What follows belongs to an exercise in optimizing a design on an open flow for small area and a short achievable clock period; a production flow would make more cautious choices. The RTL was checked by simulation tests, not by an equivalence proof against the original design. No activity file was given, so power comes from the tool's default toggle rates.

==> 07-18 <==
## DilatedCausal1DConv
module DilatedCausal1DConv (
    input clk,
    input reset,
    input wire [127:0] x,
    output wire [127:0] y,
    input h_write,
    input [7:0] h_index_channel,
    input [7:0] h_index_filter,
    input [7:0] h_value
);
clock: 7.0 ns
lec_check: 0
cap_margin: 20
core_margin: 2
core_utilization: 55
place_density: 0.65
setup_slack_margin: 2.5
slew_margin: 20
synth_hierarchical: 1
tns_end_percent: 0
standard.sh (not shown) runs the stock make flow with config.mk's settings and CLKGATE_MAP_FILE= SYNTH_SCRIPT=/design/flow/synth_recipe.tcl, a recipe that flattens the netlist after the stock synthesis.
==> flow/flow/run.sh <==
#!/bin/bash
set -euo pipefail
export BUFFER_PORTS_ARGS="-buffer_cell sky130_fd_sc_hd__buf_4"
bash standard.sh finish > standard.log 2>&1
==> inputs of 10-06, as changes to 07-18 <==
--- a/flow/design.v
+++ b/flow/design.v
@@ -32,13 +32,13 @@
                 if (wr_ok && h_index_channel[3:0] == i && h_index_filter == 8'd2) h[i][23:16] <= h_value ^ HINV[23:16];
             end
         end
     end
     always @(posedge clk or posedge reset) begin
         if (reset) begin
-            for (i = 0; i < 16; i = i + 1) rv[i] <= 25'b0000000000000000000111111;
+            for (i = 0; i < 16; i = i + 1) rv[i] <= 25'd0;
         end else begin
             for (i = 0; i < 16; i = i + 1) rv[i] <= rn[i];
         end
     end
     genvar c;
     generate
@@ -594,78 +594,44 @@
     wire s535, c536;
     dc_fa u536 (.a(c524), .b(s533), .c(c526), .s(s535), .co(c536));
     wire s537 = ~c530;
     wire s538 = ~(s537 ^ c532);
     wire s539 = ~(s538 ^ c534);
     wire s540 = ~(s539 ^ c536);
-    wire pp541, gg542;
-    dc_xor u542 (.a(c284), .b(s317), .y(pp541));
-    dc_nor u543 (.a(c284), .b(s317), .y(gg542));
-    wire pp544, gg545;
-    dc_xor u545 (.a(c318), .b(s357), .y(pp544));
-    dc_nor u546 (.a(c318), .b(s357), .y(gg545));
-    wire pp547, gg548;
-    dc_xor u548 (.a(c358), .b(s397), .y(pp547));
-    dc_nor u549 (.a(c358), .b(s397), .y(gg548));
-    wire pp550, gg551;
-    dc_xor u551 (.a(c398), .b(s435), .y(pp550));
-    dc_nor u552 (.a(c398), .b(s435), .y(gg551));
-    wire pp553, gg554;
-    dc_xor u554 (.a(c436), .b(s467), .y(pp553));
-    dc_nor u555 (.a(c436), .b(s467), .y(gg554));
-    wire pp556, gg557;
-    dc_xor u557 (.a(c468), .b(s493), .y(pp556));
-    dc_nor u558 (.a(c468), .b(s493), .y(gg557));
-    wire pp559, gg560;
-    dc_xor u560 (.a(c494), .b(s513), .y(pp559));
-    dc_nor u561 (.a(c494), .b(s513), .y(gg560));
-    wire pp562, gg563;
-    dc_xor u563 (.a(c514), .b(s527), .y(pp562));
-    dc_nor u564 (.a(c514), .b(s527), .y(gg563));
-    wire pp565, gg566;
-    dc_xor u566 (.a(c528), .b(s535), .y(pp565));
-    dc_nor u567 (.a(c528), .b(s535), .y(gg566));
-    assign r = {~s540, gg566, pp565, gg563, pp562, gg560, pp559, gg557, pp556, gg554, pp553, gg551, pp550, gg548, pp547, gg545, pp544, gg542, pp541, s283, s253, s229, s211, s199, s193};
+    assign r = {s540, s535, ~c528, s527, ~c514, s513, ~c494, s493, ~c468, s467, ~c436, s435, ~c398, s397, ~c358, s357, ~c318, s317, c284, ~s283, ~s253, ~s229, ~s211, ~s199, ~s193};
 endmodule
 module dc_out (
     input  [24:0] r,
     output [7:0] y
 );
-    wire [15:0] g = {1'b0, r[23], r[21], r[19], r[17], r[15], r[13], r[11], r[9], r[7], 1'b0, 1'b0, 1'b0, 1'b0, 1'b0, 1'b0};
-    wire [15:0] p = {r[24], r[22], r[20], r[18], r[16], r[14], r[12], r[10], r[8], r[6], ~r[5], ~r[4], ~r[3], ~r[2], ~r[1], ~r[0]};
-    wire [15:0] t = {r[24], (r[22] | r[23]), (r[20] | r[21]), (r[18] | r[19]), (r[16] | r[17]), (r[14] | r[15]), (r[12] | r[13]), (r[10] | r[11]), (r[8] | r[9]), (r[6] | r[7]), ~r[5], ~r[4], ~r[3], ~r[2], ~r[1], ~r[0]};
+    wire [15:0] ra = {~r[24], r[22], r[20], r[18], r[16], r[14], r[12], r[10], r[8], ~r[6], r[5], r[4], r[3], r[2], r[1], r[0]};
+    wire [15:0] rb = {1'b0, ~r[23], ~r[21], ~r[19], ~r[17], ~r[15], ~r[13], ~r[11], ~r[9], ~r[7], 1'b0, 1'b0, 1'b0, 1'b0, 1'b0, 1'b0};
+    wire [15:0] g = ra & rb;
+    wire [15:0] p = ra ^ rb;
+    wire [15:0] t = ra | rb;
     wire [7:0] cy;
-    wire c15, ir;
     assign cy[0] = 1'b0;
     assign cy[1] = (g[0]);
     assign cy[2] = (g[1]) | (g[0] & p[1]);
     assign cy[3] = (g[2]) | (g[1] & p[2]) | (g[0] & p[1] & p[2]);
     assign cy[4] = (g[3]) | (g[2] & p[3]) | (g[1] & p[2] & p[3]) | (g[0] & p[1] & p[2] & p[3]);
     assign cy[5] = (g[4]) | (g[3] & p[4]) | (g[2] & p[3] & p[4]) | (g[1] & p[2] & p[3] & p[4]) | (g[0] & p[1] & p[2] & p[3] & p[4]);
     assign cy[6] = (g[5]) | (g[4] & p[5]) | (g[3] & p[4] & p[5]) | (g[2] & p[3] & p[4] & p[5]) | (g[1] & p[2] & p[3] & p[4] & p[5]) | (g[0] & p[1] & p[2] & p[3] & p[4] & p[5]);
     assign cy[7] = (g[6]) | (g[5] & p[6]) | (g[4] & p[5] & p[6]) | (g[3] & p[4] & p[5] & p[6]) | (g[2] & p[3] & p[4] & p[5] & p[6]) | (g[1] & p[2] & p[3] & p[4] & p[5] & p[6]) | (g[0] & p[1] & p[2] & p[3] & p[4] & p[5] & p[6]);
+    wire [7:0] s8 = p[7:0] ^ cy[7:0];
     wire gh = (g[14]) | (g[13] & p[14]) | (g[12] & p[13] & p[14]) | (g[11] & p[12] & p[13] & p[14]) | (g[10] & p[11] & p[12] & p[13] & p[14]) | (g[9] & p[10] & p[11] & p[12] & p[13] & p[14]) | (g[8] & p[9] & p[10] & p[11] & p[12] & p[13] & p[14]) | (g[7] & p[8] & p[9] & p[10] & p[11] & p[12] & p[13] & p[14]);
     wire ph = &p[14:7];
-    assign c15 = gh | (ph & cy[7]);
-    wire c7 = cy[7];
+    wire sg = p[15] ^ (gh | (ph & cy[7]));
     wire e0 = (p[7] ~^ 1'b0) & (p[8] ~^ t[7]) & (p[9] ~^ t[8]) & (p[10] ~^ t[9]) & (p[11] ~^ t[10]) & (p[12] ~^ t[11]) & (p[13] ~^ t[12]) & (p[14] ~^ t[13]) & (p[15] ~^ t[14]);
     wire e1 = &p[15:7];
     wire e2 = (p[7] ~^ 1'b0) & (p[8] ^ t[7]) & (p[9] ^ g[8]) & (p[10] ^ g[9]) & (p[11] ^ g[10]) & (p[12] ^ g[11]) & (p[13] ^ g[12]) & (p[14] ^ g[13]) & (p[15] ^ g[14]);
-    assign ir = c7 ? (e1 | e2) : (e0 | e1);
-    wire [7:0] s8 = p[7:0] ^ cy[7:0];
-    wire sg = p[15] ^ c15;
+    wire ir = cy[7] ? (e1 | e2) : (e0 | e1);
     assign y = ir ? s8 : {sg, {7{~sg}}};
 endmodule
 module dc_fa (input a, input b, input c, output s, output co);
     assign s = a ^ b ^ c;
     assign co = (a & b) | (a & c) | (b & c);
 endmodule
 module dc_ha (input a, input b, output s, output co);
     assign s = a ^ b;
     assign co = a & b;
 endmodule
-module dc_xor (input a, input b, output y);
-    assign y = a ^ b;
-endmodule
-module dc_nor (input a, input b, output y);
-    assign y = ~(a | b);
-endmodule
==> flow/run.sh (new file) <==
#!/bin/bash
# synth_recipe.tcl (not shown) runs the flow's synth.tcl, then flattens the netlist and writes it again
# the make line also repeats each setting of config.mk as NAME=value (left out here)
make -C /OpenROAD-flow-scripts/flow DESIGN_CONFIG=/design/flow/config.mk WORK_HOME=/design/flow/orfs CLKGATE_MAP_FILE= SYNTH_SCRIPT=/design/flow/synth_recipe.tcl finish
- CORE_UTILIZATION: 55 -> 40
- PLACE_DENSITY: 0.65 -> unset
- SETUP_SLACK_MARGIN: 2.5 -> unset
- TNS_END_PERCENT: 0 -> unset
removed: flow/flow/run.sh
removed: flow/standard.sh
==> inputs of 04-20, as changes to 07-18 <==
--- a/flow/design.v
+++ b/flow/design.v
@@ -32,13 +32,13 @@
                 if (wr_ok && h_index_channel[3:0] == i && h_index_filter == 8'd2) h[i][23:16] <= h_value ^ HINV[23:16];
             end
         end
     end
     always @(posedge clk or posedge reset) begin
         if (reset) begin
-            for (i = 0; i < 16; i = i + 1) rv[i] <= 25'b0000000000000000000111111;
+            for (i = 0; i < 16; i = i + 1) rv[i] <= 25'd0;
         end else begin
             for (i = 0; i < 16; i = i + 1) rv[i] <= rn[i];
         end
     end
     genvar c;
     generate
@@ -594,78 +594,44 @@
     wire s535, c536;
     dc_fa u536 (.a(c524), .b(s533), .c(c526), .s(s535), .co(c536));
     wire s537 = ~c530;
     wire s538 = ~(s537 ^ c532);
     wire s539 = ~(s538 ^ c534);
     wire s540 = ~(s539 ^ c536);
-    wire pp541, gg542;
-    dc_xor u542 (.a(c284), .b(s317), .y(pp541));
-    dc_nor u543 (.a(c284), .b(s317), .y(gg542));
-    wire pp544, gg545;
-    dc_xor u545 (.a(c318), .b(s357), .y(pp544));
-    dc_nor u546 (.a(c318), .b(s357), .y(gg545));
-    wire pp547, gg548;
-    dc_xor u548 (.a(c358), .b(s397), .y(pp547));
-    dc_nor u549 (.a(c358), .b(s397), .y(gg548));
-    wire pp550, gg551;
-    dc_xor u551 (.a(c398), .b(s435), .y(pp550));
-    dc_nor u552 (.a(c398), .b(s435), .y(gg551));
-    wire pp553, gg554;
-    dc_xor u554 (.a(c436), .b(s467), .y(pp553));
-    dc_nor u555 (.a(c436), .b(s467), .y(gg554));
-    wire pp556, gg557;
-    dc_xor u557 (.a(c468), .b(s493), .y(pp556));
-    dc_nor u558 (.a(c468), .b(s493), .y(gg557));
-    wire pp559, gg560;
-    dc_xor u560 (.a(c494), .b(s513), .y(pp559));
-    dc_nor u561 (.a(c494), .b(s513), .y(gg560));
-    wire pp562, gg563;
-    dc_xor u563 (.a(c514), .b(s527), .y(pp562));
-    dc_nor u564 (.a(c514), .b(s527), .y(gg563));
-    wire pp565, gg566;
-    dc_xor u566 (.a(c528), .b(s535), .y(pp565));
-    dc_nor u567 (.a(c528), .b(s535), .y(gg566));
-    assign r = {~s540, gg566, pp565, gg563, pp562, gg560, pp559, gg557, pp556, gg554, pp553, gg551, pp550, gg548, pp547, gg545, pp544, gg542, pp541, s283, s253, s229, s211, s199, s193};
+    assign r = {s540, s535, ~c528, s527, ~c514, s513, ~c494, s493, ~c468, s467, ~c436, s435, ~c398, s397, ~c358, s357, ~c318, s317, c284, ~s283, ~s253, ~s229, ~s211, ~s199, ~s193};
 endmodule
 module dc_out (
     input  [24:0] r,
     output [7:0] y
 );
-    wire [15:0] g = {1'b0, r[23], r[21], r[19], r[17], r[15], r[13], r[11], r[9], r[7], 1'b0, 1'b0, 1'b0, 1'b0, 1'b0, 1'b0};
-    wire [15:0] p = {r[24], r[22], r[20], r[18], r[16], r[14], r[12], r[10], r[8], r[6], ~r[5], ~r[4], ~r[3], ~r[2], ~r[1], ~r[0]};
-    wire [15:0] t = {r[24], (r[22] | r[23]), (r[20] | r[21]), (r[18] | r[19]), (r[16] | r[17]), (r[14] | r[15]), (r[12] | r[13]), (r[10] | r[11]), (r[8] | r[9]), (r[6] | r[7]), ~r[5], ~r[4], ~r[3], ~r[2], ~r[1], ~r[0]};
+    wire [15:0] ra = {~r[24], r[22], r[20], r[18], r[16], r[14], r[12], r[10], r[8], ~r[6], r[5], r[4], r[3], r[2], r[1], r[0]};
+    wire [15:0] rb = {1'b0, ~r[23], ~r[21], ~r[19], ~r[17], ~r[15], ~r[13], ~r[11], ~r[9], ~r[7], 1'b0, 1'b0, 1'b0, 1'b0, 1'b0, 1'b0};
+    wire [15:0] g = ra & rb;
+    wire [15:0] p = ra ^ rb;
+    wire [15:0] t = ra | rb;
     wire [7:0] cy;
-    wire c15, ir;
     assign cy[0] = 1'b0;
     assign cy[1] = (g[0]);
     assign cy[2] = (g[1]) | (g[0] & p[1]);
     assign cy[3] = (g[2]) | (g[1] & p[2]) | (g[0] & p[1] & p[2]);
     assign cy[4] = (g[3]) | (g[2] & p[3]) | (g[1] & p[2] & p[3]) | (g[0] & p[1] & p[2] & p[3]);
     assign cy[5] = (g[4]) | (g[3] & p[4]) | (g[2] & p[3] & p[4]) | (g[1] & p[2] & p[3] & p[4]) | (g[0] & p[1] & p[2] & p[3] & p[4]);
     assign cy[6] = (g[5]) | (g[4] & p[5]) | (g[3] & p[4] & p[5]) | (g[2] & p[3] & p[4] & p[5]) | (g[1] & p[2] & p[3] & p[4] & p[5]) | (g[0] & p[1] & p[2] & p[3] & p[4] & p[5]);
     assign cy[7] = (g[6]) | (g[5] & p[6]) | (g[4] & p[5] & p[6]) | (g[3] & p[4] & p[5] & p[6]) | (g[2] & p[3] & p[4] & p[5] & p[6]) | (g[1] & p[2] & p[3] & p[4] & p[5] & p[6]) | (g[0] & p[1] & p[2] & p[3] & p[4] & p[5] & p[6]);
+    wire [7:0] s8 = p[7:0] ^ cy[7:0];
     wire gh = (g[14]) | (g[13] & p[14]) | (g[12] & p[13] & p[14]) | (g[11] & p[12] & p[13] & p[14]) | (g[10] & p[11] & p[12] & p[13] & p[14]) | (g[9] & p[10] & p[11] & p[12] & p[13] & p[14]) | (g[8] & p[9] & p[10] & p[11] & p[12] & p[13] & p[14]) | (g[7] & p[8] & p[9] & p[10] & p[11] & p[12] & p[13] & p[14]);
     wire ph = &p[14:7];
-    assign c15 = gh | (ph & cy[7]);
-    wire c7 = cy[7];
+    wire sg = p[15] ^ (gh | (ph & cy[7]));
     wire e0 = (p[7] ~^ 1'b0) & (p[8] ~^ t[7]) & (p[9] ~^ t[8]) & (p[10] ~^ t[9]) & (p[11] ~^ t[10]) & (p[12] ~^ t[11]) & (p[13] ~^ t[12]) & (p[14] ~^ t[13]) & (p[15] ~^ t[14]);
     wire e1 = &p[15:7];
     wire e2 = (p[7] ~^ 1'b0) & (p[8] ^ t[7]) & (p[9] ^ g[8]) & (p[10] ^ g[9]) & (p[11] ^ g[10]) & (p[12] ^ g[11]) & (p[13] ^ g[12]) & (p[14] ^ g[13]) & (p[15] ^ g[14]);
-    assign ir = c7 ? (e1 | e2) : (e0 | e1);
-    wire [7:0] s8 = p[7:0] ^ cy[7:0];
-    wire sg = p[15] ^ c15;
+    wire ir = cy[7] ? (e1 | e2) : (e0 | e1);
     assign y = ir ? s8 : {sg, {7{~sg}}};
 endmodule
 module dc_fa (input a, input b, input c, output s, output co);
     assign s = a ^ b ^ c;
     assign co = (a & b) | (a & c) | (b & c);
 endmodule
 module dc_ha (input a, input b, output s, output co);
     assign s = a ^ b;
     assign co = a & b;
 endmodule
-module dc_xor (input a, input b, output y);
-    assign y = a ^ b;
-endmodule
-module dc_nor (input a, input b, output y);
-    assign y = ~(a | b);
-endmodule
==> flow/run.sh (new file) <==
#!/bin/bash
# synth_recipe.tcl (not shown) runs the flow's synth.tcl, then flattens the netlist and writes it again
# the make line also repeats each setting of config.mk as NAME=value (left out here)
make -C /OpenROAD-flow-scripts/flow DESIGN_CONFIG=/design/flow/config.mk WORK_HOME=/design/flow/orfs CLKGATE_MAP_FILE= SYNTH_SCRIPT=/design/flow/synth_recipe.tcl finish
- CORE_UTILIZATION: 55 -> 40
- PLACE_DENSITY: 0.65 -> unset
- TNS_END_PERCENT: 0 -> unset
removed: flow/flow/run.sh
removed: flow/standard.sh
==> notes.md <==
quantity	04-20	07-18	10-06
Outcome	complete, but fails checks	finished clean	finished clean
Reasons for failing layout checks	antenna rules	-	-
Proportion of cell area occupied by registers	24.8%	27.0%	25.5%
Post-synthesis xor/xnor area fraction	1.31%	1.70%	1.31%
Sequential logic power	9.64 mW	9.97 mW	9.62 mW
Power dissipated by switching net loads	8.47 mW	7.38 mW	7.89 mW
Basic-gate share of the synthesized area counting and, or, nand and nor cells	15.6%	14.2%	15.6%
Floorplan Core Area	318000 µm²	224000 µm²	318000 µm²
Net switching fraction of the power	31.7%	30.5%	31.1%
P_int	18.2 mW	16.8 mW	17.5 mW
Row count	207	174	207
Worst-path cell with the longest stage delay	or4b_4	fa_1	nor3_2
Total number of vias	78114	73539	76990
Via count of the first global-routing pass	90571	84264	89268
Most used cell, CP	buf_6	fa_1	or3_1
Multi-input combinational area share	62.1%	63.6%	62.6%
Number of clock buffers inserted by TritonCTS	174	162	174
Critical hold path startpoint	xd[7][29]	xd[4][10]	xd[7][29]
Post-Route WL	347000 µm	313000 µm	343000 µm
Clock buffer count	224	212	224
Slack of the critical path	2.18 ns	2.43 ns	1.68 ns
Die outline width	569 µm	478 µm	569 µm
Headroom to the max-slew limit	27.1%	23.0%	28.1%
Final estimated routing congestion in global placement	0.967	0.959	0.967
Post-layout net count	13732	12623	13521
Initial drt markers	5724	5941	5607
Transition time at the pin with the least slew margin	1.09 ns	1.16 ns	1.08 ns

==> separate check: timing with driven ports <==
The results above use ideal ports. As a check the final layouts listed here were re-extracted and re-timed, cells and wires unchanged. Step 1: set_driving_cell puts a clkbuf_16 on clk and a buf_2 on each other input, an assumption about the parent block. Step 2 also shifts input and output timing later by t, the mid clock arrival at the registers, as if the neighbouring blocks saw the same clock. a / b / c = no drivers / after step 1 / after step 2; a / b = the first two.
run | t (ns) | setup slack, ns | worst setup path at the end | cell pins on the clock port's net
07-18 | 0.901 | 2.435 / 2.345 / 2.435 | register to register | 1
10-06 | 0.942 | 1.676 / 1.579 / 2.520 | register to output | 1
04-20 | 0.941 | 2.179 / 2.083 / 2.602 | input to register | 1
